This is an optimization exercise on Yosys and OpenROAD, whose aim is small area, a short achievable clock period and few clock cycles, not a production implementation.
Where RTL was checked, it was by simulation tests only, not by an equivalence proof against the original.
Only the layout flow was run in runs 4 to 6; the RTL was not checked for function there.
No activity file was given, so power comes from the tool's default toggle rates.

`flow/design.v`:
```
module fxp_smul
#( parameter QINT=8,
    parameter QFRAC=16)
(out, a, b);
    localparam BIT_WIDTH = QINT + QFRAC; 
    output signed [BIT_WIDTH-1:0] out;
    input signed [BIT_WIDTH-1:0] a;
    input signed [BIT_WIDTH-1:0] b;
    wire [BIT_WIDTH*2-1:0] mul_out;
    assign mul_out = a * b;
    assign out = {mul_out[BIT_WIDTH*2-1],mul_out[BIT_WIDTH*2-QINT-2:QFRAC]};
endmodule
module cordic(i_clk, i_rst, i_en, o_vld, o_cosine, o_sine, i_theta);
    input i_clk;
    input i_rst;
    input i_en;
    input signed [23:0] i_theta;
    output signed [23:0] o_cosine;
    output signed [23:0] o_sine;
    output o_vld;
    localparam W = 19;
    localparam R = 21;
    reg signed [W-1:0] r1, r2, q;
    reg signed [R-1:0] p;        
    reg [1:0]          mode;     
    reg [5:0]          cnt;      
    reg                busy;
    reg                lst;      
    reg                rw;       
    reg                dbl;      
    reg [3:0]          sh1;      
    reg [3:0]          sh2n;     
    reg                i1, i2;   
    reg                ip;       
    reg                m1;       
    reg                vld;
    assign o_vld = vld;
    assign o_cosine = {{6{r2[W-1]}}, r2[W-1:1]};
    assign o_sine   = {{6{r1[W-1]}}, r1[W-1:1]};
    wire [4:0] ai = cnt[5:1];
    wire [16:0] ang =
        ai == 5'd0  ? (dbl ? 17'h1921e : 17'h0) :
        ai == 5'd1  ? 17'h76b1 :
        ai == 5'd2  ? 17'h3eb6 :
        ai == 5'd3  ? 17'h1fd5 :
        ai == 5'd4  ? 17'h0ffa :
        ai == 5'd5  ? 17'h07ff :
        ai == 5'd6  ? 17'h03ff :
        ai == 5'd7  ? 17'h01ff :
        ai == 5'd8  ? 17'h00ff :
        ai == 5'd9  ? 17'h007f :
        ai == 5'd10 ? 17'h003f :
        ai == 5'd11 ? 17'h001f :
        ai == 5'd12 ? 17'h0010 :
        ai == 5'd13 ? 17'h0008 :
        ai == 5'd14 ? 17'h0004 : 17'h0000;
    wire signed [W-1:0] a1 = rw ? r1 : q;
    wire signed [W-1:0] a2 = rw ? r2 : p[W-1:0];
    wire signed [W-1:0] s1 = (i1 ? ~r2 : r2) >>> sh1;
    wire signed [W-1:0] s2 = (i2 ? ~r1 : r1) >>> (~sh2n);
    wire c1 = (rw & i1) | (m1 & ~|r2[1:0]);
    wire c2 = (rw & i2) | (m1 & ~|r1[1:0]);
    wire [W:0]  t1 = {a1, c1} + {s1, c1};
    wire [W:0]  t2 = {a2, c2} + {s2, c2};
    wire [R:0]  tp = {p, ip} + {ip ? ~{4'd0, ang} : {4'd0, ang}, ip};
    wire signed [W-1:0] n1 = t1[W:1];
    wire signed [W-1:0] n2 = t2[W:1];
    wire signed [R-1:0] pa = tp[R:1];
    wire pn = mode[1] ? (pa[R-1] | (mode[0] & ~pa[R-2])) : mode[0];
    wire [4:0] th = i_theta[23:19];
    wire [1:0] mode0 = th == 5'd0 ? 2'b10 : th == 5'h1f ? 2'b11 : {1'b0, i_theta[23]};
    wire d0n = i_theta[23];
    wire d1n = d0n ? (i_theta < -24'sd51471) : (i_theta < 24'sd51471);
    wire [W-1:0] pe = i_en ? i_theta[W-1:0] : pa[W-1:0];
    wire [5:0] cn = cnt + 6'd1;
    wire       rn = cn < 6'd30;    
    wire [3:0] shn = rn ? cn[4:1] : (cn == 6'd34 ? 4'd4 : 4'd2);
    wire       minv = cn != 6'd34;
    wire       sub1 = pn ^ cn[0];
    always @(posedge i_clk) begin
        if (i_rst) begin
            busy <= 1'b0;
            vld  <= 1'b0;
        end else if (i_en) begin
            busy <= 1'b1;
            vld  <= 1'b0;
        end else begin
            vld <= busy && cnt == 6'd35;
            if (busy && cnt == 6'd35) busy <= 1'b0;
        end
        if (lst) q <= n1;
        p[W-1:0] <= (lst & ~i_en) ? n2 : pe;
        if (i_en) begin
            r1   <= 19'sh10000;
            r2   <= d0n ? -19'sh10000 : 19'sh10000;
            p[R-1:W] <= 2'b00;
            mode <= mode0;
            dbl  <= d0n == d1n;
            cnt  <= 6'd1;
            lst  <= 1'b0;
            rw   <= 1'b1;
            sh1  <= 4'd0;
            sh2n <= 4'd15;
            i1   <= ~d1n;
            i2   <=  d1n;
            ip   <= ~d0n;
            m1   <= 1'b0;
        end else begin
            cnt <= cn;
            r1 <= n2;
            r2 <= n1;
            p[R-1:W] <= pa[R-1:W];
            lst  <= cn == 6'd29;
            rw   <= rn;
            sh1  <= shn;
            sh2n <= ~shn;
            i1   <= rn ?  sub1 : minv;
            i2   <= rn ? ~sub1 : minv;
            ip   <= rn & ~pn;
            m1   <= cn == 6'd30;
        end
    end
endmodule
```
`flow/flow/run.sh`:
```
#!/bin/bash
# The standard layout (the standard.sh), except that the port buffers
# buffer_ports inserts are buf_1 cells instead of the larger delay buffers it
# picks by default (every port still gets one), and repair_timing aims at a
# setup slack margin of 6.5 ns.
set -euo pipefail
export BUFFER_PORTS_ARGS="-buffer_cell sky130_fd_sc_hd__buf_1"
bash standard.sh SETUP_SLACK_MARGIN=6.5 finish > standard_flow.log 2>&1
```
`flow/config.mk`:
```
export PLATFORM = sky130hd
export DESIGN_NAME = cordic
export DESIGN_NICKNAME = cordic
export VERILOG_FILES = /design/flow/design.v
export SDC_FILE = /design/flow/constraint.sdc
export NUM_CORES = 4
export LEC_CHECK = 0
export ABC_AREA = 1
export CAP_MARGIN = 20
export CORE_MARGIN = 2
export CORE_UTILIZATION = 40
export GPL_ROUTABILITY_DRIVEN = 0
export SETUP_SLACK_MARGIN = 5
export SLEW_MARGIN = 20
export TNS_END_PERCENT = 0
```
`flow/standard.sh`:
```
#!/bin/bash
# synth_recipe.tcl (not shown) runs the flow's synth.tcl, then flattens the netlist and writes it again
# the make line also repeats each setting of config.mk as NAME=value (left out here)
make -C /OpenROAD-flow-scripts/flow DESIGN_CONFIG=/design/flow/config.mk WORK_HOME=/design/flow/orfs CLKGATE_MAP_FILE= SYNTH_SCRIPT=/design/flow/synth_recipe.tcl "${@:-finish}"
```
`flow/constraint.sdc`:
```
create_clock -name core_clock -period 10.0 [get_ports {i_clk}]
set_input_delay 2.0000 -clock core_clock [delete_from_list [all_inputs] [get_ports {i_clk}]]
set_output_delay 2.0000 -clock core_clock [all_outputs]
set_load 0.01 [all_outputs]
```
==> impl_metrics.ini, run 1 <==
[drt]
dr.pass1.iters = 5
wirelength_mm = 29.2
vias_per_cell = 5.21
vias = 9200
wl_per_cell_um = 16.5
first_iter_violations = 647
drc = 0
ant_nets = 0

[sta]
period_minus_slack_ns = 3.43
max_freq_mhz = 291
maxSlewViolCount = 0
finalHoldViolations = 0
finClkSkew_ns = 0.00842
worst_slew_pin_slew_ns = 0.789
tns_ns = 0
slew_headroom_pct = 47.4
post-route-period-util_pct = 34.3
rsz0062_at_grt = yes
finalSetupViolations = 0
worst_slack_ns = 6.57

[yosys]
yosysWarnings = 1
ys.flop_type = dfxtp_1
syn_area_per_cell_um2 = 6.68
synth_area_mm2 = 0.00940
ys_ff_latch = 103
synthCells = 1408
synth_edf_count = 22
syn_nets = 1496
async_flop_share_pct = 0
netlist-cell-type-count = 58
seq_area_frac_synth_pct = 24.3

[critical_path]
max_stage_delay_ns = 0.58
critPathCaptureType = flop
critPathLaunch = i_en
crit_fanout = 72
timing.rr.start = cnt[3]$_SDFF_PP0_
arrival_ns = 3.68
crit_path_top_delay_cell = buf_4
startpoint_type = input pin
cp.depth = 7
critical_path_required_ns = 10.24
r2r_slack_ns = 6.62
r2r-end = p[16]$_DFF_P_
r2r.worst_path.cells = 22
crit_family = buffers and inverters
crit_chain = clkbuf_2 > buf_4 > nor2_1 > inv_1 > a21oi_1 > o21ai_1 > nand3_1
crit_buf_inv = 3
crit_path_end = p[16]$_DFF_P_
path_class = input pin to flop

[grt]
antenna_found_initial = 0
grt_first_pass_wirelength_mm = 43.5
grtUsageTotal_pct = 22.9
grt_pass1_vias = 8002
grt_max_degree = 73
overflow = 0

[hold_path]
hold_class = flop to flop

[placed_design]
place_area_mm2 = 0.00954
hpwl_mm = 23.2
io_buffers = 75
dp_worst_setup_slack_ns = 5.74

[cells_and_area]
drive_gt1_share_pct = 11.7
final_area_mm2 = 0.0105
area_delta_synth_final_pct = 12.0
nFillCells = 2451
antenna_cells = 0
fin_nets = 1531

[pwr]
power_density_mw_per_mm2 = 401
ir_drop_mv = 0.142
p_leak_nw = 4.78

[floorplan]
die_width_um = 157
dieArea_mm2 = 0.0247
rows = 56
initial_utilization_pct = 40.4
ios = 76
die_y_um = 157
coreArea_mm2 = 0.0233

[clock_tree]
cts_tree = built
clock_path_buffers = 2
htreeDepth = 3
ctsHoldBuffers = 0
cts_buffers = 9
clockRootBuffer = clkbuf_16
clk_pin_slew_ns = 0.07
insertion_delay_ns = 0.36
clkSinkCount = 103

[run_status]
status = finished clean

[flow_run]
drv_cap = 0
synthesized netlist by cell type (all sizes together) (4+ instances only):
cell type  instances  share of area (%)
nand2            360                 15
o21ai            162                8.8
inv              156                6.2
nor2             113                4.7
dfxtp             81                 17
a21oi             79                4.4
buf               60                4.5
ha                59                7.9
xnor2             55                5.1
xor2              50                4.7
nand3             42                2.6
clkbuf            37                1.6
edfxtp            22                7.0
nand4             16                1.1
nor3              13               0.69
o211ai            10               0.80
o221ai             8               0.75
a31oi              7               0.47
mux2i              7               0.75
nor4               7               0.63
o21a               7               0.56
a21o               6               0.48
a211oi             5               0.40
a22oi              5               0.40
nor3b              5               0.40
o31ai              5               0.45
o2111ai            4               0.37
or2                4               0.27
cell families (layout without fill, tap and decap cells):
kind of cell	after synthesis	after routing	synth area share, %
AO/OA/AOI/OAI	312	312	19.2
XOR/XNOR	105	105	9.78
adder cells (fa/ha/maj)	61	61	8.28
buffers and inverters	255	294	12.4
flip-flops	103	103	24.3
multiplexers	7	7	0.745
AND/OR/NAND/NOR	565	565	25.3
placed cells by master, fill, tap and decap left out, types with 7 or more instances in the layout:
| master | instances |
|---|---|
| a21oi_1 | 64 |
| a21oi_2 | 13 |
| buf_1 | 74 |
| buf_4 | 34 |
| clkbuf_16 | 9 |
| clkinvlp_4 | 10 |
| dfxtp_1 | 67 |
| dfxtp_2 | 8 |
| edfxtp_1 | 22 |
| ha_1 | 57 |
| inv_1 | 146 |
| nand2_1 | 349 |
| nand2_2 | 9 |
| nand3_1 | 35 |
| nand3_2 | 7 |
| nand4_1 | 16 |
| nor2_1 | 103 |
| nor2_2 | 7 |
| nor3_1 | 12 |
| o211ai_1 | 10 |
| o21a_1 | 7 |
| o21ai_0 | 114 |
| o21ai_1 | 35 |
| o21ai_2 | 13 |
| o221ai_1 | 8 |
| xnor2_1 | 50 |
| xor2_1 | 45 |
registers in the layout, summed over array words and instances (netlist names), 2 cells and up:
register	count
cnt	6
q	19
r1	19
mode	2
sh1	4
r2	19
sh2n	4
p	21
worst min path at each step:
| stage | from | endpoint | slack, ns | cells past startpoint |
|---|---|---|---|---|
| after global placement | busy$_SDFFE_PP0P_ | vld$_SDFF_PP0_ | 0.43 | 2 |
| after CTS | busy$_SDFFE_PP0P_ | vld$_SDFF_PP0_ | 0.44 | 2 |
| after detailed placement | busy$_SDFFE_PP0P_ | vld$_SDFF_PP0_ | 0.42 | 2 |
| after floorplan | busy$_SDFFE_PP0P_ | vld$_SDFF_PP0_ | 0.41 | 2 |
| final | busy$_SDFFE_PP0P_ | vld$_SDFF_PP0_ | 0.43 | 2 |
| after global routing | busy$_SDFFE_PP0P_ | vld$_SDFF_PP0_ | 0.46 | 2 |
layout make-up:
type                       count  area, µm²  area share, %
clock buffer                  12        236           2.24
clock inverter                 3       45.0          0.428
inverter                     158        607           5.76
multi-input combinational   1050       6260           59.4
sequential                   103       2310           22.0
tap                          319        399           3.79
timing repair buffer         115        631           5.99
timing repair inverter         6       42.5          0.404
worst register-to-register path, stage by stage, from the launching register on:
cell       delay (ns)
dfxtp_2          0.37
nor2_4           0.16
inv_1            0.08
nor2_2           0.13
inv_1            0.05
nor2_1           0.08
inv_1            0.07
nor2_1           0.11
inv_1            0.07
o2111ai_1        0.09
xor2_1           0.31
ha_1             0.33
a21oi_1          0.17
nand2_2          0.12
nand2_1          0.08
nand2_1          0.11
a21oi_4          0.21
o21ai_1          0.15
a21boi_2         0.20
o21ai_0          0.12
a21oi_1          0.16
o21ai_1          0.09
nand3_1          0.08
power by group:
part	total, mW	internal (mW)	switching (mW)	leakage (nW)
Sequential	0.793	0.603	0.190	0.879
Clock	0.351	0.193	0.157	0.129
Combinational	3.08	1.14	1.93	3.77
layer usage:
metal | GRT usage (%) | vias up | part of all wire [%]
met5 | 0 | - | 0
met4 | 4.55 | 0 | 1.6
met3 | 3.17 | 28 | 5.7
met2 | 37.8 | 277 | 46
met1 | 31.9 | 4239 | 47
li1 | - | 4656 | -
repair_timing:
item | CTS | global route
pin swaps | 0 | 21
endpoints found under the hold margin | 0 | 0
resized for setup | 26 | 113
cloned | 4 | 2
buffers inserted | 5 | 31
endpoints found under the setup margin | 66 | 59
through the flow:
step	utilization (%)	hold slack, ns	power, mW	cells
after floorplan	-	0.413	2.90	1408
after global routing	45.3	0.464	4.57	1766
after global placement	41.0	0.430	3.54	1709
after detailed placement	41.0	0.423	3.54	1709
final	45.3	0.434	4.22	1766
after CTS	42.7	0.437	3.92	1733
Testbench counts, summed over its fixed seeds: cycles 73,736.
==> run 2, diff against run 1 <==
==> flow/flow/run.sh (replaced) <==
#!/bin/bash
# The standard layout (the standard.sh), except that the port buffers
# buffer_ports inserts are buf_1 cells instead of the larger delay buffers it
# picks by default (every port still gets one), and repair_timing aims at a
# setup slack margin of 6.65 ns.
set -euo pipefail
export BUFFER_PORTS_ARGS="-buffer_cell sky130_fd_sc_hd__buf_1"
bash standard.sh SETUP_SLACK_MARGIN=6.65 finish > standard_flow.log 2>&1
--- a/flow/config.mk
+++ b/flow/config.mk
@@ -9,7 +9,6 @@
 export CAP_MARGIN = 20
 export CORE_MARGIN = 2
 export CORE_UTILIZATION = 40
-export GPL_ROUTABILITY_DRIVEN = 0
 export SETUP_SLACK_MARGIN = 5
 export SLEW_MARGIN = 20
 export TNS_END_PERCENT = 0
==> impl_metrics.ini, run 2 <==
[yosys]
synth_commonest_cells = nand2_1, o21ai_0, inv_1
ys_ff_latch = 103
yosysMostFrequentCell = nand2_1
ys.flop_type = dfxtp_1
synth.area.mux_share_pct = 0.745
netlist.top_cell.by_area = dfxtp_1
synth_top_family_by_area = simple AND/OR/NAND/NOR gates
synthCells = 1408
synthXorXnorAreaFrac_pct = 9.78
yosysWarnings = 1
netlist-cell-type-count = 58
synth-simple-area-share_pct = 25.3
synthAdderAreaFrac_pct = 8.28
synth_edf_count = 22
async_flop_share_pct = 0
syn_nets = 1496
synth_area_mm2 = 0.00940
seq_area_frac_synth_pct = 24.3
synth-compound-area-share_pct = 19.2
synth.area.top_cells = dfxtp_1, nand2_1, o21ai_0
syn_area_per_cell_um2 = 6.68
synth_top_area_share_pct = 17.2

[flow_run]
drv_cap = 0

[run_status]
status = finished clean

[sta]
finalHoldViolations = 0
finClkSkew_ns = 0.00650
tns_ns = 0
worst_slew_pin_slew_ns = 0.585
period_minus_slack_ns = 3.28
finalSetupViolations = 0
post-route-period-util_pct = 32.8
worst_slack_ns = 6.72
rsz0062_at_grt = yes
maxSlewViolCount = 0
slew_headroom_pct = 61.0
max_freq_mhz = 305

[grt]
grtUsageTotal_pct = 23.6
grt_max_degree = 73
grt_pass1_vias = 8333
grt_first_pass_wirelength_mm = 45.0
overflow = 0
antenna_found_initial = 0

[critical_path]
path_class = flop to flop
r2r-end = r2[15]$_SDFF_PP0_
critPathCaptureType = flop
critical_path_required_ns = 10.31
timing.rr.start = i1$_DFF_P_
crit_fanout = 6
startpoint_type = flop
r2r.worst_path.cells = 22
arrival_ns = 3.59
critPathLaunch = i1$_DFF_P_
r2r_slack_ns = 6.72

[cells_and_area]
antenna_cells = 0
most-common-layout-cells = nand2_1, inv_1, nor2_1
fin_nets = 1545
drive_gt1_share_pct = 17.6
area_delta_synth_final_pct = 17.5
layout_commonest_cell = nand2_1
regMostFlops = p
largest_reg_flops = 21

[clock_tree]
htreeDepth = 3
cts_tree = built
insertion_delay_ns = 0.36
cts_buffers = 9
ctsHoldBuffers = 0
clock_path_buffers = 2
clkSinkCount = 103
clockRootBuffer = clkbuf_16
clk_pin_slew_ns = 0.07

[hold_path]
hold_path_end = vld$_SDFF_PP0_
hold_class = flop to flop
min_from = busy$_SDFFE_PP0P_
whs_path_depth = 2

[placed_design]
place_congestion = 0.936
hpwl_mm = 23.4
io_buffers = 75
dp_worst_setup_slack_ns = 5.72

[floorplan]
dieArea_mm2 = 0.0247
coreArea_mm2 = 0.0233
die_y_um = 157
initial_utilization_pct = 40.4
rows = 56
ios = 76
die_width_um = 157

[pwr]
p_leak_nw = 4.96
power_density_mw_per_mm2 = 413
ir_drop_mv = 0.158

[drt]
ant_nets = 0
dr.pass1.iters = 5
wl_per_cell_um = 17.1
wirelength_mm = 30.5
vias_per_cell = 5.29
drc = 0
first_iter_violations = 733
vias = 9417
[run 2: changes by cell type in the layout (fill, tap and decap cells not counted), moves of 4 or more]
cell,delta
o21ai_0,-38
o21ai_1,+21
o21ai_2,+17
a21oi_1,-14
a21oi_2,+13
buf_4,+13
ha_1,-7
nand2_1,-6
nand2_2,+6
nor2_1,-6
ha_4,+5
dfxtp_1,-4
dfxtp_4,+4
[run 2: report_power, final]
part	internal (mW)	switching (mW)	total [mW]
Combinational	1.31	2.06	3.37
Sequential	0.604	0.194	0.798
Clock	0.221	0.169	0.390
Total	2.13	2.43	4.56
[run 2: repair_timing]
item | in CTS | in global routing
setup buffers | 17 | 32
endpoints found under the setup margin | 74 | 64
pin swaps | 9 | 70
resized for setup | 75 | 195
cloned | 4 | 3
[run 2: stage by stage]
step,std cells,hold slack (ns),area (µm²),power (mW),util [%]
6_report,1781,0.444,11000,4.56,47.5
5_1_grt,1781,0.480,11000,4.94,47.5
4_1_cts,1746,0.446,10200,4.06,43.8
3_5_place_dp,1709,0.430,9540,3.55,41.0
3_3_place_gp,1709,0.430,9540,3.54,41.0
2_1_floorplan,1408,0.413,9400,2.90,-
[run 2: how the worst max path moves through the flow]
| stage | end |
|---|---|
| after global placement | p[14]$_DFF_P_ |
| after CTS | p[14]$_DFF_P_ |
| after global routing | p[15]$_DFF_P_ |
| final | r2[15]$_SDFF_PP0_ |
| after floorplan | p[17]$_DFF_P_ |
| after detailed placement | p[14]$_DFF_P_ |
[run 2: worst max-delay path: stages, from the launching register on]
cell and delay, ns:
dfxtp_4 0.41, buf_6 0.15, xnor2_1 0.11, inv_1 0.07
nand2_1 0.06, o21ai_2 0.07, nand2_1 0.08, o21ai_2 0.08
nand2_1 0.08, o21ai_2 0.08, inv_1 0.06, o21ai_2 0.17
inv_1 0.08, fa_2 0.38, o31ai_4 0.28, nand2_1 0.09
nand2_2 0.11, a21oi_4 0.07, o21ai_2 0.18, a21boi_2 0.10
o21ai_2 0.17, xor2_2 0.19, and2_1 0.14
[run 2: logic make-up after synthesis]
family	Yosys count
AO/OA/AOI/OAI	312
XOR/XNOR	105
adder cells (fa/ha/maj)	61
buffers and inverters	255
flip-flops	103
multiplexers	7
AND/OR/NAND/NOR	565
[run 2: layout make-up]
| cell class | count | area (µm²) |
|---|---|---|
| multi-input cells | 1050 | 6590 |
| clock buffers | 10 | 229 |
| flip-flops and latches | 103 | 2330 |
| clock inverters | 6 | 92.6 |
| inverters | 158 | 607 |
| repair inverters | 6 | 42.5 |
| well taps | 319 | 399 |
| repair buffers | 129 | 757 |
| fillers | 2448 | 12200 |
[run 2: per-layer routing]
metal  track usage [%]  wire length, µm
met1              32.9            13800
met2              38.8            14200
met3              3.06             1810
met5                 0                0
met4              5.71              614
==> run 3, diff against run 2 <==
==> flow/run.sh (new file) <==
#!/bin/bash
# synth_recipe.tcl (not shown) runs the flow's synth.tcl, then flattens the netlist and writes it again
# the make line also repeats each setting of config.mk as NAME=value (left out here)
make -C /OpenROAD-flow-scripts/flow DESIGN_CONFIG=/design/flow/config.mk WORK_HOME=/design/flow/orfs CLKGATE_MAP_FILE= SYNTH_SCRIPT=/design/flow/synth_recipe.tcl finish
removed: flow/flow/run.sh
removed: flow/standard.sh
==> impl_metrics.ini, run 3 <==
[cells_and_area]
most-common-layout-cells = nand2_1, o21ai_0, inv_1
area_delta_synth_final_pct = 9.38
drive_gt1_share_pct = 4.20
nFillCells = 2537
seq_area_mm2 = 0.00228
largest_reg_flops = 21
layout_commonest_cell = nand2_1
regMostFlops = p
fin_nets = 1489
antenna_cells = 0
multiInputGateArea_mm2 = 0.00596

[yosys]
synthAdderAreaFrac_pct = 8.28
synth_top_area_share_pct = 17.2
syn_nets = 1496
synth.area.top_cells = dfxtp_1, nand2_1, o21ai_0
yosysWarnings = 1
synthCells = 1408
synth_edf_count = 22
yosysMostFrequentCell = nand2_1
synth.area.mux_share_pct = 0.745
synth-compound-area-share_pct = 19.2
seq_area_frac_synth_pct = 24.3
synth_commonest_cells = nand2_1, o21ai_0, inv_1
synth-simple-area-share_pct = 25.3
async_flop_share_pct = 0
synth_top_family_by_area = simple AND/OR/NAND/NOR gates
syn_area_per_cell_um2 = 6.68
synthXorXnorAreaFrac_pct = 9.78
netlist-cell-type-count = 58
ys_ff_latch = 103
netlist.top_cell.by_area = dfxtp_1
ys.flop_type = dfxtp_1
synth_area_mm2 = 0.00940

[floorplan]
rows = 56
die_y_um = 157
coreArea_mm2 = 0.0233
initial_utilization_pct = 40.4
die_width_um = 157
dieArea_mm2 = 0.0247
ios = 76

[sta]
tns_ns = 0
finalSetupViolations = 0
rsz0062_at_grt = no
post-route-period-util_pct = 43.1
finalHoldViolations = 0
slew_headroom_pct = 28.6
max_freq_mhz = 232
period_minus_slack_ns = 4.31
maxSlewViolCount = 0
worst_slew_pin_slew_ns = 1.07
finClkSkew_ns = 0.00805

[drt]
dr.pass1.iters = 5
vias = 8972
first_iter_violations = 619
wl_per_cell_um = 16.8
vias_per_cell = 5.20
ant_nets = 0
drc = 0
wirelength_mm = 29.0

[critical_path]
crit_path_top_delay_cell = dfxtp_1
critPathCaptureType = flop
cp.depth = 18
max_stage_delay_ns = 1.03
crit_buf_inv = 3
path_class = flop to flop
startpoint_type = flop
critical_path_required_ns = 10.23
crit_fanout = 20
r2r.worst_path.cells = 18
r2r_slack_ns = 5.69
crit_top_cell = o21ai_0
arrival_ns = 4.54
crit_family = compound AO/OA/AOI/OAI gates
crit_chain = xnor2_1 > o21ai_0 > o21ai_0 > o21ai_0 > nand2_1 > nand2_1 > ha_1 > a21oi_1 > inv_1 > o21ai_0 > nand2_1 > a21oi_1 > inv_1 > a21oi_2 > inv_1 > or2_2 > nand3_1 > o211ai_1

[grt]
grt_max_degree = 73
grt_first_pass_wirelength_mm = 44.4
grt_pass1_vias = 8200
antenna_found_initial = 0
grtUsageTotal_pct = 23.4
overflow = 0

[clock_tree]
clock_path_buffers = 2
cts_buffers = 9
htreeDepth = 3
post_cts_resized = 0
clockRootBuffer = clkbuf_16
ctsHoldBuffers = 0
clk_pin_slew_ns = 0.07
clkSinkCount = 103
cts_tree = built
insertion_delay_ns = 0.36
cts_setup_buffers = 0

[placed_design]
io_buffers = 75
hpwl_mm = 23.9
place_congestion = 0.934

[hold_path]
hold_class = flop to flop
whs_path_depth = 2

[run_status]
status = finished clean

[pwr]
finalPower_mw = 4.03
power_density_mw_per_mm2 = 392
p_leak_nw = 4.73
ir_drop_mv = 0.136

[flow_run]
drv_cap = 0
[run 3: cell counts after synthesis]
Identical to the previous run, type by type.
[run 3: kinds of logic after synthesis]
family	Yosys count
AND/OR/NAND/NOR	565
AO/OA/AOI/OAI	312
buffers and inverters	255
XOR/XNOR	105
flip-flops	103
adder cells (fa/ha/maj)	61
multiplexers	7
[run 3: worst paths after layout]
| kind | start | endpoint |
|---|---|---|
| worst max-delay path | i2$_DFF_P_ | p[14]$_DFF_P_ |
| worst min-delay path | busy$_SDFFE_PP0P_ | vld$_SDFF_PP0_ |
| worst max register to register | i2$_DFF_P_ | p[14]$_DFF_P_ |
| worst min register to register | busy$_SDFFE_PP0P_ | vld$_SDFF_PP0_ |
[run 3: stage by stage]
stage,setup slack (ns),util [%],hold WS (ns),cell area (µm²),std cells
after floorplan,6.76,-,0.413,9400,1408
after global placement,5.73,43.0,0.431,10000,1709
after detailed placement,5.72,43.0,0.426,10000,1709
after CTS,5.70,44.2,0.440,10300,1725
after global routing,5.33,44.2,0.493,10300,1725
final,5.69,44.2,0.435,10300,1725
[run 3: area by class of cell]
class / count / area share [%]
clock buffer: 9 / 2.19
clock inverter: 7 / 0.523
inverter: 158 / 5.77
multi-input combinational: 1050 / 57.9
sequential: 103 / 22.2
tap: 319 / 3.88
timing repair buffer: 79 / 7.54
[run 3: where the power goes]
| part | leakage (nW) | switching, mW | internal, mW | total [mW] |
|---|---|---|---|---|
| clock network | 0.130 | 0.170 | 0.171 | 0.341 |
| registers | 0.875 | 0.193 | 0.599 | 0.792 |
| logic | 3.73 | 1.80 | 1.10 | 2.90 |
[run 3: worst reg2reg max path, cell delays in order (launching register included)]
cell	delay, ns
dfxtp_1	1.03
xnor2_1	0.36
o21ai_0	0.29
o21ai_0	0.13
o21ai_0	0.31
nand2_1	0.08
nand2_1	0.09
ha_1	0.28
a21oi_1	0.23
inv_1	0.07
o21ai_0	0.16
nand2_1	0.06
a21oi_1	0.27
inv_1	0.12
a21oi_2	0.17
inv_1	0.06
or2_2	0.28
nand3_1	0.09
o211ai_1	0.09
[run 3: routing by layer]
| layer | vias to the layer above | global-route usage (%) | part of all wire [%] | wire [µm] |
|---|---|---|---|---|
| li1 | 4594 | - | - | - |
| met1 | 4101 | 31.8 | 47 | 13500 |
| met2 | 242 | 38.6 | 46 | 13300 |
| met3 | 35 | 3.52 | 5.1 | 1460 |
| met4 | 0 | 6.36 | 2.4 | 694 |
| met5 | - | 0 | 0 | 0 |
==> run 4, diff against run 3 <==
--- a/flow/design.v
+++ b/flow/design.v
@@ -28,8 +28,7 @@
     reg                lst;      
     reg                rw;       
     reg                dbl;      
-    reg [3:0]          sh1;      
-    reg [3:0]          sh2n;     
+    reg [3:0]          sh;       
     reg                i1, i2;   
     reg                ip;       
     reg                m1;       
@@ -56,8 +55,8 @@
         ai == 5'd14 ? 17'h0004 : 17'h0000;
     wire signed [W-1:0] a1 = rw ? r1 : q;
     wire signed [W-1:0] a2 = rw ? r2 : p[W-1:0];
-    wire signed [W-1:0] s1 = (i1 ? ~r2 : r2) >>> sh1;
-    wire signed [W-1:0] s2 = (i2 ? ~r1 : r1) >>> (~sh2n);
+    wire signed [W-1:0] s1 = (i1 ? ~r2 : r2) >>> sh;
+    wire signed [W-1:0] s2 = (i2 ? ~r1 : r1) >>> sh;
     wire c1 = (rw & i1) | (m1 & ~|r2[1:0]);
     wire c2 = (rw & i2) | (m1 & ~|r1[1:0]);
     wire [W:0]  t1 = {a1, c1} + {s1, c1};
@@ -99,8 +98,7 @@
             cnt  <= 6'd1;
             lst  <= 1'b0;
             rw   <= 1'b1;
-            sh1  <= 4'd0;
-            sh2n <= 4'd15;
+            sh   <= 4'd0;
             i1   <= ~d1n;
             i2   <=  d1n;
             ip   <= ~d0n;
@@ -112,8 +110,7 @@
             p[R-1:W] <= pa[R-1:W];
             lst  <= cn == 6'd29;
             rw   <= rn;
-            sh1  <= shn;
-            sh2n <= ~shn;
+            sh   <= shn;
             i1   <= rn ?  sub1 : minv;
             i2   <= rn ? ~sub1 : minv;
             ip   <= rn & ~pn;
==> flow/flow/run.sh (new file) <==
#!/bin/bash
# The standard layout (the standard.sh), except that the port buffers
# buffer_ports inserts are buf_1 cells instead of the larger delay buffers it
# picks by default (every port still gets one), and repair_timing aims at a
# setup slack margin of 6.5 ns.
set -euo pipefail
export BUFFER_PORTS_ARGS="-buffer_cell sky130_fd_sc_hd__buf_1"
bash standard.sh SETUP_SLACK_MARGIN=6.5 finish > standard_flow.log 2>&1
==> flow/standard.sh (new file) <==
#!/bin/bash
# synth_recipe.tcl (not shown) runs the flow's synth.tcl, then flattens the netlist and writes it again
# the make line also repeats each setting of config.mk as NAME=value (left out here)
make -C /OpenROAD-flow-scripts/flow DESIGN_CONFIG=/design/flow/config.mk WORK_HOME=/design/flow/orfs CLKGATE_MAP_FILE= SYNTH_SCRIPT=/design/flow/synth_recipe.tcl "${@:-finish}"
removed: flow/run.sh
==> impl_metrics.ini, run 4 <==
[floorplan]
die_width_um = 158
die_y_um = 158
dieArea_mm2 = 0.0249
initial_utilization_pct = 40.6
rows = 56
ios = 76
coreArea_mm2 = 0.0233

[cells_and_area]
antenna_cells = 0
most-common-layout-cells = nand2_1, inv_1, nor2_1
fin_nets = 1574
regMostFlops = p
area_delta_synth_final_pct = 12.1
multiInputGateArea_mm2 = 0.00635
stdcell_count = 1810
seq_area_mm2 = 0.00223
fin_util_pct = 45.5
layout_commonest_cell = nand2_1
drive_gt1_share_pct = 11.4
largest_reg_flops = 21
nFillCells = 2480

[critical_path]
path_class = input pin to flop
critical_path_required_ns = 10.32
crit_chain = clkbuf_2 > nor2_1 > clkinv_1 > or2_2 > nand3_1
startpoint_type = input pin
max_stage_delay_ns = 0.58
crit_path_top_delay_cell = nor2_1
critPathCaptureType = flop
crit_fanout = 10
arrival_ns = 3.76

[placed_design]
hpwl_mm = 24.3
place_congestion = 0.988
dp_worst_setup_slack_ns = 5.19
io_buffers = 75
dp_cells = 1747

[grt]
antenna_found_initial = 0
grt_pass1_vias = 8662
grt_max_degree = 66
overflow = 0
grtUsageTotal_pct = 25.2
grt_first_pass_wirelength_mm = 47.4

[sta]
worst_slack_ns = 6.56
tns_ns = 0
worst_slew_pin_slew_ns = 0.721
rsz0062_at_grt = yes
post-route-period-util_pct = 34.4
finClkSkew_ns = 0.0151
finalHoldViolations = 0
period_minus_slack_ns = 3.44
maxSlewViolCount = 0
max_freq_mhz = 291
slew_headroom_pct = 51.8
finalSetupViolations = 0

[drt]
drc = 0
dr.pass1.iters = 6
vias_per_cell = 5.31
vias = 9616
wirelength_mm = 32.0
first_iter_violations = 710
wl_per_cell_um = 17.7
ant_nets = 0

[yosys]
netlist.top_cell.by_area = dfxtp_1
ys.flop_type = dfxtp_1
synth_top_area_share_pct = 16.3
synth_edf_count = 22
syn_nets = 1536
ys_ff_latch = 99
yosysWarnings = 1
netlist-cell-type-count = 60
yosysMostFrequentCell = nand2_1
async_flop_share_pct = 0
seq_area_frac_synth_pct = 23.3
synth_commonest_cells = nand2_1, inv_1, o21ai_0
synthCells = 1448
synth_area_mm2 = 0.00947
syn_area_per_cell_um2 = 6.54
synth.area.top_cells = dfxtp_1, nand2_1, ha_1

[pwr]
p_leak_nw = 4.93
ir_drop_mv = 0.136
power_density_mw_per_mm2 = 410
finalPower_mw = 4.35

[flow_run]
drv_cap = 0

[clock_tree]
cts_tree = built
clk_pin_slew_ns = 0.08
insertion_delay_ns = 0.38
cts_buffers = 9
clock_path_buffers = 2
htreeDepth = 3
clockRootBuffer = clkbuf_16
clkSinkCount = 99

[hold_path]
hold_class = flop to flop

[run_status]
status = finished clean
[run 4: changes by cell type after synthesis, moves of 6 or more]
cell      before  now
o21ai_0      155  135
nor2_1       109  125
nand2_1      353  368
nand3_1       36   51
a21oi_1       75   87
o21ai_1        2   12
xnor2_1       55   45
buf_1          6   14
clkbuf_1      36   30
[run 4: final timing paths]
kind,cells past startpoint,from,slack [ns],end
max,5,i_en,6.56,p[15]$_DFF_P_
min reg2reg,2,busy$_SDFFE_PP0P_,0.45,vld$_SDFF_PP0_
min,2,busy$_SDFFE_PP0P_,0.45,vld$_SDFF_PP0_
max reg2reg,17,sh[0]$_SDFF_PP0_,6.58,q[10]$_DFFE_PP_
[run 4: worst max-delay path, delay by kind of cell]
family | cells | cell delay [ns]
and+or+nand+nor | 3 | 1.10
buffers and inverters | 2 | 0.66
[run 4: where the power goes]
group	leakage (nW)	total [mW]	internal (mW)	switching (mW)
Sequential	0.847	0.772	0.586	0.186
Combinational	3.93	3.20	1.15	2.05
Clock	0.153	0.376	0.182	0.194
[run 4: logic make-up after synthesis]
| logic type | Yosys count | synth area share [%] |
|---|---|---|
| AND/OR/NAND/NOR | 619 | 27.7 |
| multiplexers | 10 | 1.07 |
| XOR/XNOR | 96 | 9.08 |
| AO/OA/AOI/OAI | 306 | 18.4 |
| buffers and inverters | 257 | 12.3 |
| flip-flops | 99 | 23.3 |
| adder cells (fa/ha/maj) | 61 | 8.22 |
[run 4: metal layers]
layer	GRT usage [%]	vias to the layer above	share of wire, %
met2	42.2	313	47
met3	3.20	55	5.3
met4	9.35	0	3.1
met5	0	-	0
li1	-	4809	-
met1	33.1	4439	45
[run 4: through the flow]
stage / instance area (µm²) / hold slack [ns]
after CTS: 10100 / 0.459
after global placement: 9610 / 0.441
final: 10600 / 0.454
after detailed placement: 9610 / 0.447
after global routing: 10600 / 0.477
after floorplan: 9470 / 0.422
[run 4: area by class of cell]
class | instances | area share, %
multi-input combinational | 1092 | 59.8
sequential | 99 | 21.0
tap | 319 | 3.76
timing repair inverter | 6 | 0.401
clock buffer | 9 | 2.12
inverter | 158 | 5.83
timing repair buffer | 120 | 6.22
clock inverter | 7 | 0.837
[run 4: timing repair]
action	4_1_cts	5_1_grt
buffers inserted	11	30
pin swaps	0	12
setup endpoints to repair	78	52
hold buffers	0	0
gates resized for setup	27	99
gates cloned	4	2
==> run 5, diff against run 4 <==
--- a/flow/design.v
+++ b/flow/design.v
@@ -19,7 +19,7 @@
     output signed [23:0] o_sine;
     output o_vld;
     localparam W = 19;
-    localparam R = 21;
+    localparam R = 20;
     reg signed [W-1:0] r1, r2, q;
     reg signed [R-1:0] p;        
     reg [1:0]          mode;     
@@ -28,7 +28,8 @@
     reg                lst;      
     reg                rw;       
     reg                dbl;      
-    reg [3:0]          sh;       
+    reg [3:0]          sh1;      
+    reg [3:0]          sh2n;     
     reg                i1, i2;   
     reg                ip;       
     reg                m1;       
@@ -55,22 +56,22 @@
         ai == 5'd14 ? 17'h0004 : 17'h0000;
     wire signed [W-1:0] a1 = rw ? r1 : q;
     wire signed [W-1:0] a2 = rw ? r2 : p[W-1:0];
-    wire signed [W-1:0] s1 = (i1 ? ~r2 : r2) >>> sh;
-    wire signed [W-1:0] s2 = (i2 ? ~r1 : r1) >>> sh;
+    wire signed [W-1:0] s1 = (i1 ? ~r2 : r2) >>> sh1;
+    wire signed [W-1:0] s2 = (i2 ? ~r1 : r1) >>> (~sh2n);
     wire c1 = (rw & i1) | (m1 & ~|r2[1:0]);
     wire c2 = (rw & i2) | (m1 & ~|r1[1:0]);
     wire [W:0]  t1 = {a1, c1} + {s1, c1};
     wire [W:0]  t2 = {a2, c2} + {s2, c2};
-    wire [R:0]  tp = {p, ip} + {ip ? ~{4'd0, ang} : {4'd0, ang}, ip};
+    wire [R:0]  tp = {p, ip} + {ip ? ~{3'd0, ang} : {3'd0, ang}, ip};
     wire signed [W-1:0] n1 = t1[W:1];
     wire signed [W-1:0] n2 = t2[W:1];
     wire signed [R-1:0] pa = tp[R:1];
     wire pn = mode[1] ? (pa[R-1] | (mode[0] & ~pa[R-2])) : mode[0];
-    wire [4:0] th = i_theta[23:19];
-    wire [1:0] mode0 = th == 5'd0 ? 2'b10 : th == 5'h1f ? 2'b11 : {1'b0, i_theta[23]};
+    wire [5:0] th = i_theta[23:18];
+    wire [1:0] mode0 = th == 6'd0 ? 2'b10 : th == 6'h3f ? 2'b11 : {1'b0, i_theta[23]};
     wire d0n = i_theta[23];
     wire d1n = d0n ? (i_theta < -24'sd51471) : (i_theta < 24'sd51471);
-    wire [W-1:0] pe = i_en ? i_theta[W-1:0] : pa[W-1:0];
+    wire [W-1:0] pe = i_en ? {1'b0, i_theta[W-2:0]} : pa[W-1:0];
     wire [5:0] cn = cnt + 6'd1;
     wire       rn = cn < 6'd30;    
     wire [3:0] shn = rn ? cn[4:1] : (cn == 6'd34 ? 4'd4 : 4'd2);
@@ -92,13 +93,14 @@
         if (i_en) begin
             r1   <= 19'sh10000;
             r2   <= d0n ? -19'sh10000 : 19'sh10000;
-            p[R-1:W] <= 2'b00;
+            p[R-1:W] <= 1'b0;
             mode <= mode0;
             dbl  <= d0n == d1n;
             cnt  <= 6'd1;
             lst  <= 1'b0;
             rw   <= 1'b1;
-            sh   <= 4'd0;
+            sh1  <= 4'd0;
+            sh2n <= 4'd15;
             i1   <= ~d1n;
             i2   <=  d1n;
             ip   <= ~d0n;
@@ -110,7 +112,8 @@
             p[R-1:W] <= pa[R-1:W];
             lst  <= cn == 6'd29;
             rw   <= rn;
-            sh   <= shn;
+            sh1  <= shn;
+            sh2n <= ~shn;
             i1   <= rn ?  sub1 : minv;
             i2   <= rn ? ~sub1 : minv;
             ip   <= rn & ~pn;
==> impl_metrics.ini, run 5 <==
[pwr]
power_density_mw_per_mm2 = 410
ir_drop_mv = 0.164
clockPowerShare_pct = 8.9
p_int_mw = 1.93
p_leak_nw = 4.72
switching_share_pct = 54.4
p_seq_share_pct = 18.5
share_comb_of_total_power_pct = 72.6
power_switching_mw = 2.30

[clock_tree]
clk_pin_slew_ns = 0.08
clockRootBuffer = clkbuf_16
clock_path_buffers = 2
ctsHoldBuffers = 0
cts_tree = built
clkSinkCount = 102
htreeDepth = 3
cts_buffers = 9
insertion_delay_ns = 0.36

[critical_path]
crit_top_cell = o21ai_1
timing.rr.start = i1$_DFF_P_
r2r_slack_ns = 6.52
crit_path_top_delay_cell = dfxtp_4
crit_chain = buf_12 > xnor2_1 > o21ai_0 > mux2i_1 > o21ai_1 > nand2_1 > o21ai_1 > ha_4 > a21oi_2 > nand2_1 > a211o_1 > a21oi_2 > o21ai_2 > a21boi_2 > o21ai_1 > xor2_1
path_class = flop to flop
r2r.worst_path.cells = 16
startpoint_type = flop
max_stage_delay_ns = 0.40
crit_fanout = 6
arrival_ns = 3.59
critical_path_required_ns = 10.11
critPathCaptureType = flop
r2r-end = q[15]$_DFFE_PP_

[yosys]
synth_edf_count = 22
ys.flop_type = dfxtp_1
netlist.top_cell.by_area = dfxtp_1
syn_nets = 1478
ys_ff_latch = 102
synthCells = 1391
syn_area_per_cell_um2 = 6.64
yosysWarnings = 1
netlist-cell-type-count = 56
synth_top_area_share_pct = 17.3
synth.area.top_cells = dfxtp_1, nand2_1, o21ai_0
seq_area_frac_synth_pct = 24.5
synth_area_mm2 = 0.00923
synth_commonest_cells = nand2_1, inv_1, o21ai_0
yosysMostFrequentCell = nand2_1
async_flop_share_pct = 0

[grt]
overflow = 0
grt_max_degree = 70
grtUsageTotal_pct = 24.2
antenna_found_initial = 0
grt_pass1_vias = 8161
grt_first_pass_wirelength_mm = 45.3

[flow_run]
drv_cap = 0

[cells_and_area]
fin_util_pct = 45.6
final_area_mm2 = 0.0103
layout_commonest_cell = nand2_1
drive_gt1_share_pct = 11.4
nFillCells = 2373
stdcell_count = 1712
antenna_cells = 0
most-common-layout-cells = nand2_1, inv_1, nor2_1
largest_reg_flops = 20
fin_nets = 1509
regMostFlops = p
area_delta_synth_final_pct = 11.8

[floorplan]
die_width_um = 156
initial_utilization_pct = 40.8
dieArea_mm2 = 0.0243
coreArea_mm2 = 0.0226
ios = 76
rows = 55
die_y_um = 156

[drt]
drc = 0
first_iter_violations = 750
vias_per_cell = 5.30
dr.pass1.iters = 8
ant_nets = 0
wirelength_mm = 29.5
vias = 9068
wl_per_cell_um = 17.2

[sta]
finalSetupViolations = 0
finClkSkew_ns = 0.0124
max_freq_mhz = 288
tns_ns = 0
slew_headroom_pct = 51.9
maxSlewViolCount = 0
worst_slew_pin_slew_ns = 0.719
post-route-period-util_pct = 34.8
rsz0062_at_grt = yes
worst_slack_ns = 6.52
finalHoldViolations = 0
period_minus_slack_ns = 3.48

[placed_design]
place_area_mm2 = 0.00934
io_buffers = 75
dp_cells = 1661
dp_worst_setup_slack_ns = 5.72
hpwl_mm = 23.4
place_congestion = 0.939

[hold_path]
hold_path_end = vld$_SDFF_PP0_
min_from = busy$_SDFFE_PP0P_
hold_class = flop to flop
whs_path_depth = 2

[run_status]
status = finished clean
run 5: changes by cell type in the layout (fill, tap and decap cells not counted), sizes merged, moves of 6 or more:
| cell | delta |
|---|---|
| a31oi | +6 |
| buf | -9 |
| nand2 | -27 |
| nand3 | -16 |
| nor2 | -15 |
| o211ai | -6 |
| o21ai | +9 |
| xnor2 | +7 |
run 5: layout make-up:
type	instances	area [µm²]	share of cell area, %
tap	285	357	3.45
timing repair inverter	3	22.5	0.218
clock buffer	10	250	2.42
inverter	158	612	5.93
sequential	102	2300	22.2
clock inverter	6	67.6	0.654
timing repair buffer	111	602	5.83
multi-input combinational	1037	6120	59.3
run 5: power by group through the flow:
stage | clock network, mW | logic, mW | registers (mW)
floorplan | 0 | 2.20 | 0.675
global placement | 0 | 2.73 | 0.795
detailed placement | 0 | 2.74 | 0.795
CTS | 0.383 | 2.81 | 0.776
global route | 0.397 | 3.42 | 0.793
finish | 0.376 | 3.07 | 0.782
run 5: worst max path at each step:
stage / from / end / slack (ns) / cells after the start
final: i1$_DFF_P_ / q[15]$_DFFE_PP_ / 6.52 / 16
after global routing: i1$_DFF_P_ / r2[14]$_SDFF_PP0_ / 6.30 / 23
after CTS: i1$_DFF_P_ / q[13]$_DFFE_PP_ / 6.49 / 18
after detailed placement: i2$_DFF_P_ / p[16]$_DFF_P_ / 5.72 / 20
after global placement: i2$_DFF_P_ / p[16]$_DFF_P_ / 5.73 / 20
after floorplan: i1$_DFF_P_ / q[15]$_DFFE_PP_ / 6.71 / 21
run 5: timing repair:
action                                  4_1_cts  5_1_grt
cloned                                        3        0
gates resized for setup                      34      102
endpoints found under the setup margin       64       55
pin swaps                                     0       17
buffers inserted                             12       20
run 5: kinds of logic (layout without fill, tap and decap cells):
logic type	count (synthesis)	after routing	synth area share [%]
compound gates	311	311	19.3
xor+xnor	103	103	9.77
fa+ha+maj	60	60	8.29
buf+inv	252	288	12.5
flops	102	102	24.5
mux	8	8	0.867
simple gates	555	555	24.8
run 5: per-layer routing:
metal | vias to the layer above | global-route usage [%] | part of all wire, %
met5 | - | 0 | 0
met4 | 0 | 7.16 | 2.4
met1 | 4174 | 34.5 | 48
met3 | 36 | 2.56 | 4.3
met2 | 263 | 38.5 | 45
li1 | 4595 | - | -
run 5: per-stage QoR:
| stage | hold WS (ns) | total power, mW |
|---|---|---|
| after floorplan | 0.413 | 2.88 |
| after global placement | 0.432 | 3.53 |
| after detailed placement | 0.436 | 3.53 |
| after CTS | 0.450 | 3.97 |
| after global routing | 0.474 | 4.61 |
| final | 0.443 | 4.23 |
run 5: critical path: cells and delay by family, from the launching register on:
family | cells | cell delay (ns)
buffers and inverters | 1 | 0.15
multiplexers | 1 | 0.15
AND/OR/NAND/NOR | 2 | 0.17
adder cells (fa/ha/maj) | 1 | 0.28
AO/OA/AOI/OAI | 9 | 1.74
XOR/XNOR | 2 | 0.32
flip-flops | 1 | 0.40
==> run 6, diff against run 5 <==
--- a/flow/design.v
+++ b/flow/design.v
@@ -25,7 +25,6 @@
     reg [1:0]          mode;     
     reg [5:0]          cnt;      
     reg                busy;
-    reg                lst;      
     reg                rw;       
     reg                dbl;      
     reg [3:0]          sh1;      
@@ -54,8 +53,8 @@
         ai == 5'd12 ? 17'h0010 :
         ai == 5'd13 ? 17'h0008 :
         ai == 5'd14 ? 17'h0004 : 17'h0000;
-    wire signed [W-1:0] a1 = rw ? r1 : q;
-    wire signed [W-1:0] a2 = rw ? r2 : p[W-1:0];
+    wire signed [W-1:0] a1 = rw ? r1 : m1 ? r2 : q;
+    wire signed [W-1:0] a2 = rw ? r2 : m1 ? r1 : p[W-1:0];
     wire signed [W-1:0] s1 = (i1 ? ~r2 : r2) >>> sh1;
     wire signed [W-1:0] s2 = (i2 ? ~r1 : r1) >>> (~sh2n);
     wire c1 = (rw & i1) | (m1 & ~|r2[1:0]);
@@ -88,8 +87,8 @@
             vld <= busy && cnt == 6'd35;
             if (busy && cnt == 6'd35) busy <= 1'b0;
         end
-        if (lst) q <= n1;
-        p[W-1:0] <= (lst & ~i_en) ? n2 : pe;
+        if (m1) q <= r2;
+        p[W-1:0] <= (m1 & ~i_en) ? r1 : pe;
         if (i_en) begin
             r1   <= 19'sh10000;
             r2   <= d0n ? -19'sh10000 : 19'sh10000;
@@ -97,7 +96,6 @@
             mode <= mode0;
             dbl  <= d0n == d1n;
             cnt  <= 6'd1;
-            lst  <= 1'b0;
             rw   <= 1'b1;
             sh1  <= 4'd0;
             sh2n <= 4'd15;
@@ -110,7 +108,6 @@
             r1 <= n2;
             r2 <= n1;
             p[R-1:W] <= pa[R-1:W];
-            lst  <= cn == 6'd29;
             rw   <= rn;
             sh1  <= shn;
             sh2n <= ~shn;
==> impl_metrics.ini, run 6 <==
[critical_path]
arrival_ns = 3.66
startpoint_type = input pin
path_class = input pin to flop
crit_fanout = 34
critPathLaunch = i_en
r2r_slack_ns = 6.69
timing.rr.start = cnt[1]$_SDFF_PP0_
r2r-end = i1$_DFF_P_
crit_path_end = p[14]$_DFF_P_
critPathCaptureType = flop
r2r.worst_path.cells = 17
critical_path_required_ns = 10.25

[pwr]
power_density_mw_per_mm2 = 389
ir_drop_mv = 0.127
p_leak_nw = 4.69
finalPower_mw = 4.01

[sta]
maxSlewViolCount = 0
worst_slack_ns = 6.59
slew_headroom_pct = 61.5
period_minus_slack_ns = 3.41
finalSetupViolations = 0
post-route-period-util_pct = 34.1
rsz0062_at_grt = yes
tns_ns = 0
finClkSkew_ns = 0.00942
worst_slew_pin_slew_ns = 0.571
max_freq_mhz = 293
finalHoldViolations = 0

[clock_tree]
cts_tree = built
insertion_delay_ns = 0.36
cts_buffers = 9
clk_pin_slew_ns = 0.08
clockRootBuffer = clkbuf_16
htreeDepth = 3
clock_path_buffers = 2
clkSinkCount = 101

[floorplan]
die_width_um = 158
initial_utilization_pct = 40.7
die_y_um = 158
dieArea_mm2 = 0.0250
ios = 76
coreArea_mm2 = 0.0234
rows = 56

[grt]
overflow = 0
grt_first_pass_wirelength_mm = 48.7
grt_max_degree = 59
antenna_found_initial = 1
grt_pass1_vias = 8961
grtUsageTotal_pct = 25.5

[yosys]
netlist-cell-type-count = 55
synthCells = 1496
synth.area.top_cells = dfxtp_1, nand2_1, o21ai_0
synth_commonest_cells = nand2_1, o21ai_0, inv_1
synth_top_area_share_pct = 20.6
netlist.top_cell.by_area = dfxtp_1
ys.flop_type = dfxtp_1
syn_area_per_cell_um2 = 6.36
synth_area_mm2 = 0.00952
synth_edf_count = 3
ys_ff_latch = 101
seq_area_frac_synth_pct = 21.6
yosysMostFrequentCell = nand2_1
syn_nets = 1582
yosysWarnings = 1
async_flop_share_pct = 0

[drt]
dr.pass1.iters = 5
first_iter_violations = 953
wirelength_mm = 32.0
vias_per_cell = 5.45
ant_nets = 0
vias = 9961
drc = 0
wl_per_cell_um = 17.5

[cells_and_area]
antenna_cells = 0
most-common-layout-cells = nand2_1, o21ai_0, inv_1
fin_util_pct = 44.1
area_delta_synth_final_pct = 8.35
drive_gt1_share_pct = 8.22
layout_commonest_cell = nand2_1
regMostFlops = p
nFillCells = 2536
largest_reg_flops = 20
multiInputGateArea_mm2 = 0.00635
fin_nets = 1589
seq_area_mm2 = 0.00210

[flow_run]
drv_cap = 0

[hold_path]
hold_class = flop to flop

[placed_design]
place_congestion = 0.977
io_buffers = 75
dp_worst_setup_slack_ns = 5.97
hpwl_mm = 25.4

[run_status]
status = finished clean
[run 6: logic make-up (layout without fill, tap and decap cells)]
family / after synthesis / after routing / share of synthesized area [%]
DFF: 101 / 101 / 21.6
adders and majority gates: 59 / 59 / 7.91
muxes: 8 / 8 / 0.841
AOI/OAI and AO/OA: 418 / 418 / 24.5
xor gates and xnor gates: 71 / 71 / 6.53
buffers and inverters: 274 / 286 / 13.3
and+or+nand+nor: 565 / 565 / 25.3
[run 6: what timing repair did]
action,CTS,global route
setup endpoints to repair,30,46
endpoints found under the hold margin,0,0
cloned,2,1
gates resized for setup,16,75
setup buffers,0,14
pin swaps,0,12
hold buffers,0,0
[run 6: power breakdown]
| part | switching (mW) | leakage (nW) | internal (mW) |
|---|---|---|---|
| clock | 0.171 | 0.161 | 0.245 |
| sequential | 0.259 | 0.847 | 0.540 |
| combinational | 1.78 | 3.69 | 1.01 |
| total | 2.21 | 4.69 | 1.80 |
[run 6: worst max-delay path, cell delays in order]
cell      delay [ns]
clkbuf_2        0.34
buf_4           0.47
nor2_1          0.22
inv_1           0.35
a21oi_1         0.07
o21ai_1         0.09
nand3_1         0.07
[run 6: cell type report]
cell class	instances	area share, %
sequential	101	20.3
multi-input combinational	1121	61.6
clock buffer	10	2.22
timing repair inverter	3	0.194
tap	319	3.87
timing repair buffer	95	4.33
inverter	172	6.38
clock inverter	6	1.07
[run 6: metrics by stage]
stage	instances	hold slack [ns]	area, µm²
2_1_floorplan	1496	0.413	9520
3_3_place_gp	1794	0.424	9620
3_5_place_dp	1794	0.429	9620
4_1_cts	1812	0.445	10000
5_1_grt	1827	0.466	10300
6_report	1827	0.443	10300
[run 6: worst min-delay path by stage]
stage	start	endpoint	slack, ns	cells past startpoint
4_1_cts	busy$_SDFFE_PP0P_	vld$_SDFF_PP0_	0.45	2
3_5_place_dp	q[6]$_DFF_P_	q[6]$_DFF_P_	0.43	2
3_3_place_gp	q[6]$_DFF_P_	q[6]$_DFF_P_	0.42	2
5_1_grt	q[16]$_DFF_P_	q[16]$_DFF_P_	0.47	2
2_1_floorplan	busy$_SDFFE_PP0P_	vld$_SDFF_PP0_	0.41	2
6_report	busy$_SDFFE_PP0P_	vld$_SDFF_PP0_	0.44	2
[run 6: per-layer routing]
layer,routed length (µm),vias up,part of all wire (%),global-route usage (%)
met5,0,-,0,0
met4,1100,0,3.4,8.32
met3,2100,59,6.6,3.09
li1,-,4959,-,-
met1,14500,4571,45,35.2
met2,14300,372,45,41.4
==> run 7, diff against run 6 <==
--- a/flow/design.v
+++ b/flow/design.v
@@ -19,7 +19,7 @@
     output signed [23:0] o_sine;
     output o_vld;
     localparam W = 19;
-    localparam R = 20;
+    localparam R = 21;
     reg signed [W-1:0] r1, r2, q;
     reg signed [R-1:0] p;        
     reg [1:0]          mode;     
@@ -61,16 +61,16 @@
     wire c2 = (rw & i2) | (m1 & ~|r1[1:0]);
     wire [W:0]  t1 = {a1, c1} + {s1, c1};
     wire [W:0]  t2 = {a2, c2} + {s2, c2};
-    wire [R:0]  tp = {p, ip} + {ip ? ~{3'd0, ang} : {3'd0, ang}, ip};
+    wire [R:0]  tp = {p, ip} + {ip ? ~{4'd0, ang} : {4'd0, ang}, ip};
     wire signed [W-1:0] n1 = t1[W:1];
     wire signed [W-1:0] n2 = t2[W:1];
     wire signed [R-1:0] pa = tp[R:1];
     wire pn = mode[1] ? (pa[R-1] | (mode[0] & ~pa[R-2])) : mode[0];
-    wire [5:0] th = i_theta[23:18];
-    wire [1:0] mode0 = th == 6'd0 ? 2'b10 : th == 6'h3f ? 2'b11 : {1'b0, i_theta[23]};
+    wire [4:0] th = i_theta[23:19];
+    wire [1:0] mode0 = th == 5'd0 ? 2'b10 : th == 5'h1f ? 2'b11 : {1'b0, i_theta[23]};
     wire d0n = i_theta[23];
     wire d1n = d0n ? (i_theta < -24'sd51471) : (i_theta < 24'sd51471);
-    wire [W-1:0] pe = i_en ? {1'b0, i_theta[W-2:0]} : pa[W-1:0];
+    wire [W-1:0] pe = i_en ? i_theta[W-1:0] : pa[W-1:0];
     wire [5:0] cn = cnt + 6'd1;
     wire       rn = cn < 6'd30;    
     wire [3:0] shn = rn ? cn[4:1] : (cn == 6'd34 ? 4'd4 : 4'd2);
@@ -92,7 +92,7 @@
         if (i_en) begin
             r1   <= 19'sh10000;
             r2   <= d0n ? -19'sh10000 : 19'sh10000;
-            p[R-1:W] <= 1'b0;
+            p[R-1:W] <= 2'b00;
             mode <= mode0;
             dbl  <= d0n == d1n;
             cnt  <= 6'd1;
==> flow/flow/run.sh (replaced) <==
#!/bin/bash
# The standard layout (the standard.sh), except that the port buffers
# buffer_ports inserts are buf_1 cells instead of the larger delay buffers it
# picks by default (every port still gets one), and repair_timing aims at a
# setup slack margin of 6.7 ns.
set -euo pipefail
export BUFFER_PORTS_ARGS="-buffer_cell sky130_fd_sc_hd__buf_1"
bash standard.sh SETUP_SLACK_MARGIN=6.7 finish > standard_flow.log 2>&1
==> impl_metrics.ini, run 7 <==
[yosys]
ys.flop_type = dfxtp_1
synth_edf_count = 3
ys_ff_latch = 102
synth.area.top_cells = dfxtp_1, nand2_1, o21ai_0
synth_area_mm2 = 0.00947
syn_nets = 1567
async_flop_share_pct = 0
synth_commonest_cells = nand2_1, o21ai_0, inv_1
syn_area_per_cell_um2 = 6.40
seq_area_frac_synth_pct = 21.9
synthCells = 1480
synth_top_area_share_pct = 20.9
netlist.top_cell.by_area = dfxtp_1
netlist-cell-type-count = 55
yosysWarnings = 1
yosysMostFrequentCell = nand2_1

[cells_and_area]
layout_commonest_cell = nand2_1
nFillCells = 2413
drive_gt1_share_pct = 16.8
antenna_cells = 0
fin_nets = 1614
most-common-layout-cells = nand2_1, inv_1, o21ai_0
area_delta_synth_final_pct = 16.6
seq_area_mm2 = 0.00213
multiInputGateArea_mm2 = 0.00660
largest_reg_flops = 21
final_area_mm2 = 0.0110
regMostFlops = p

[floorplan]
ios = 76
rows = 56
die_y_um = 158
coreArea_mm2 = 0.0233
dieArea_mm2 = 0.0249
initial_utilization_pct = 40.6
die_width_um = 158

[run_status]
status = finished clean

[placed_design]
place_area_mm2 = 0.00962
hpwl_mm = 25.2
place_congestion = 0.952
dp_worst_setup_slack_ns = 5.94
io_buffers = 75

[sta]
maxSlewViolCount = 0
worst_slack_ns = 6.76
period_minus_slack_ns = 3.24
finClkSkew_ns = 0.0134
worst_slew_pin_slew_ns = 0.578
post-route-period-util_pct = 32.4
tns_ns = 0
rsz0062_at_grt = yes
max_freq_mhz = 308
finalHoldViolations = 0
slew_headroom_pct = 61.4
finalSetupViolations = 0

[hold_path]
hold_class = flop to flop
whs_path_depth = 2

[pwr]
p_leak_nw = 5.00
share_comb_of_total_power_pct = 73.0
power_density_mw_per_mm2 = 394
p_int_mw = 1.97
p_seq_share_pct = 18.6
power_switching_mw = 2.38
ir_drop_mv = 0.127
clockPowerShare_pct = 8.4
switching_share_pct = 54.8

[grt]
grt_max_degree = 59
grtUsageTotal_pct = 26.2
overflow = 0
antenna_found_initial = 0
grt_first_pass_wirelength_mm = 49.8
grt_pass1_vias = 9047

[drt]
drc = 0
wirelength_mm = 33.6
dr.pass1.iters = 6
ant_nets = 0
wl_per_cell_um = 18.2
first_iter_violations = 857
vias = 10200
vias_per_cell = 5.49

[critical_path]
arrival_ns = 3.49
path_class = input pin to flop
r2r_slack_ns = 6.80
r2r.worst_path.cells = 21
critPathCaptureType = flop
critical_path_required_ns = 10.25
startpoint_type = input pin
crit_fanout = 30

[clock_tree]
clk_pin_slew_ns = 0.09
clock_path_buffers = 2
cts_buffers = 9
ctsHoldBuffers = 0
cts_tree = built
clockRootBuffer = clkbuf_16
clkSinkCount = 102
htreeDepth = 3
insertion_delay_ns = 0.37

[flow_run]
drv_cap = 0
==> run 7: kinds of logic (layout without fill, tap and decap cells) <==
logic type               Yosys count  count (layout)  synth area share (%)
AND/OR/NAND/NOR                  502             502                  22.5
adder cells (fa/ha/maj)           60              60                  8.09
flip-flops                       102             102                  21.9
buffers and inverters            287             339                  13.5
XOR/XNOR                          76              76                  7.03
multiplexers                       6               6                 0.635
AO/OA/AOI/OAI                    447             447                  26.3
==> run 7: cell type report <==
| type | instances | area share, % |
|---|---|---|
| Clock buffer | 9 | 2.04 |
| Clock inverter | 7 | 0.657 |
| Inverter | 182 | 6.42 |
| Multi-Input combinational cell | 1091 | 59.8 |
| Sequential cell | 102 | 19.3 |
| Tap cell | 319 | 3.62 |
| Timing Repair Buffer | 136 | 7.90 |
| Timing Repair inverter | 5 | 0.317 |
==> run 7: power by group through the flow <==
stage	Clock [mW]	Combinational (mW)	Sequential, mW
global placement	0	2.59	0.789
CTS	0.374	2.68	0.785
finish	0.365	3.17	0.808
detailed placement	0	2.60	0.789
global route	0.388	3.50	0.810
floorplan	0	2.15	0.637
==> run 7: worst paths after layout <==
| check | from | to |
|---|---|---|
| worst max-delay path | i_en | p[14]$_DFF_P_ |
| worst min-delay path | busy$_SDFFE_PP0P_ | vld$_SDFF_PP0_ |
| worst max register to register | i2$_DFF_P_ | r1[14]$_SDFF_PP0_ |
| worst min register to register | busy$_SDFFE_PP0P_ | vld$_SDFF_PP0_ |
==> run 7: metrics by stage <==
stage | hold slack (ns) | total power [mW] | cells | utilization (%)
detailed placement | 0.433 | 3.39 | 1778 | 41.2
floorplan | 0.413 | 2.78 | 1480 | -
global placement | 0.424 | 3.38 | 1778 | 41.2
finish | 0.450 | 4.35 | 1851 | 47.3
CTS | 0.454 | 3.84 | 1803 | 43.4
global route | 0.478 | 4.69 | 1851 | 47.3
==> run 7: metal layers <==
| layer | global-route usage [%] | up-vias | routed length (µm) |
|---|---|---|---|
| met5 | 0 | - | 0 |
| met4 | 13.0 | 0 | 1550 |
| met3 | 3.78 | 75 | 2380 |
| met2 | 40.4 | 397 | 14900 |
| met1 | 35.6 | 4677 | 14800 |
| li1 | - | 5008 | - |
==> run 7: timing repair <==
action / 4_1_cts / 5_1_grt
pin swaps: 2 / 47
setup endpoints to repair: 48 / 49
gates resized for setup: 38 / 187
buffers inserted: 5 / 44
cloned: 4 / 4
==> run 7: worst max-delay path, cell delays in order <==
cell and delay (ns):
clkbuf_2 0.08, buf_4 0.25, buf_4 0.43, nor2_1 0.10, buf_4 0.21, inv_1 0.16
o21ai_0 0.09, o21bai_1 0.15
Testbench counts of run 7, summed over its fixed seeds: cycles 73,736.

[static timing again, ports no longer ideal]
The flow's constraints put no driver on any port. The routed layouts listed below were extracted and timed again, unchanged, in two steps.
Step 1 assumes that a clkbuf_16 drives the clock port and a buf_2 every other input.
Step 2 also shifts input and output timing later by t, the mid clock arrival at the registers, as if the neighbouring blocks saw the same clock.
Slacks: no drivers / after step 1 / after step 2; pairs: no drivers / after step 1.
| run | shift t [ns] | setup WS [ns] | hold slack, ns | pins driven straight from the clock port |
|---|---|---|---|---|
| run 1 | 0.393 | 6.566 / 6.586 / 6.193 | 0.434 / 0.434 / 0.434 | 1 |
| run 2 | 0.400 | 6.719 / 6.719 / 6.353 | 0.444 / 0.444 / 0.444 | 1 |
| run 3 | 0.394 | 5.692 / 5.692 / 5.692 | 0.435 / 0.435 / 0.435 | 1 |
| run 4 | 0.418 | 6.560 / 6.582 / 6.164 | 0.454 / 0.454 / 0.454 | 1 |
| run 5 | 0.400 | 6.523 / 6.523 / 6.284 | 0.443 / 0.443 / 0.443 | 1 |
| run 6 | 0.401 | 6.590 / 6.605 / 6.205 | 0.443 / 0.443 / 0.443 | 1 |
| run 7 | 0.408 | 6.758 / 6.772 / 6.367 | 0.450 / 0.450 / 0.450 | 1 |
After both steps every run listed still meets setup and hold. The setup slack of run 4, which loses most, moves by +0.022 ns with the drivers and by -0.396 ns with both steps.
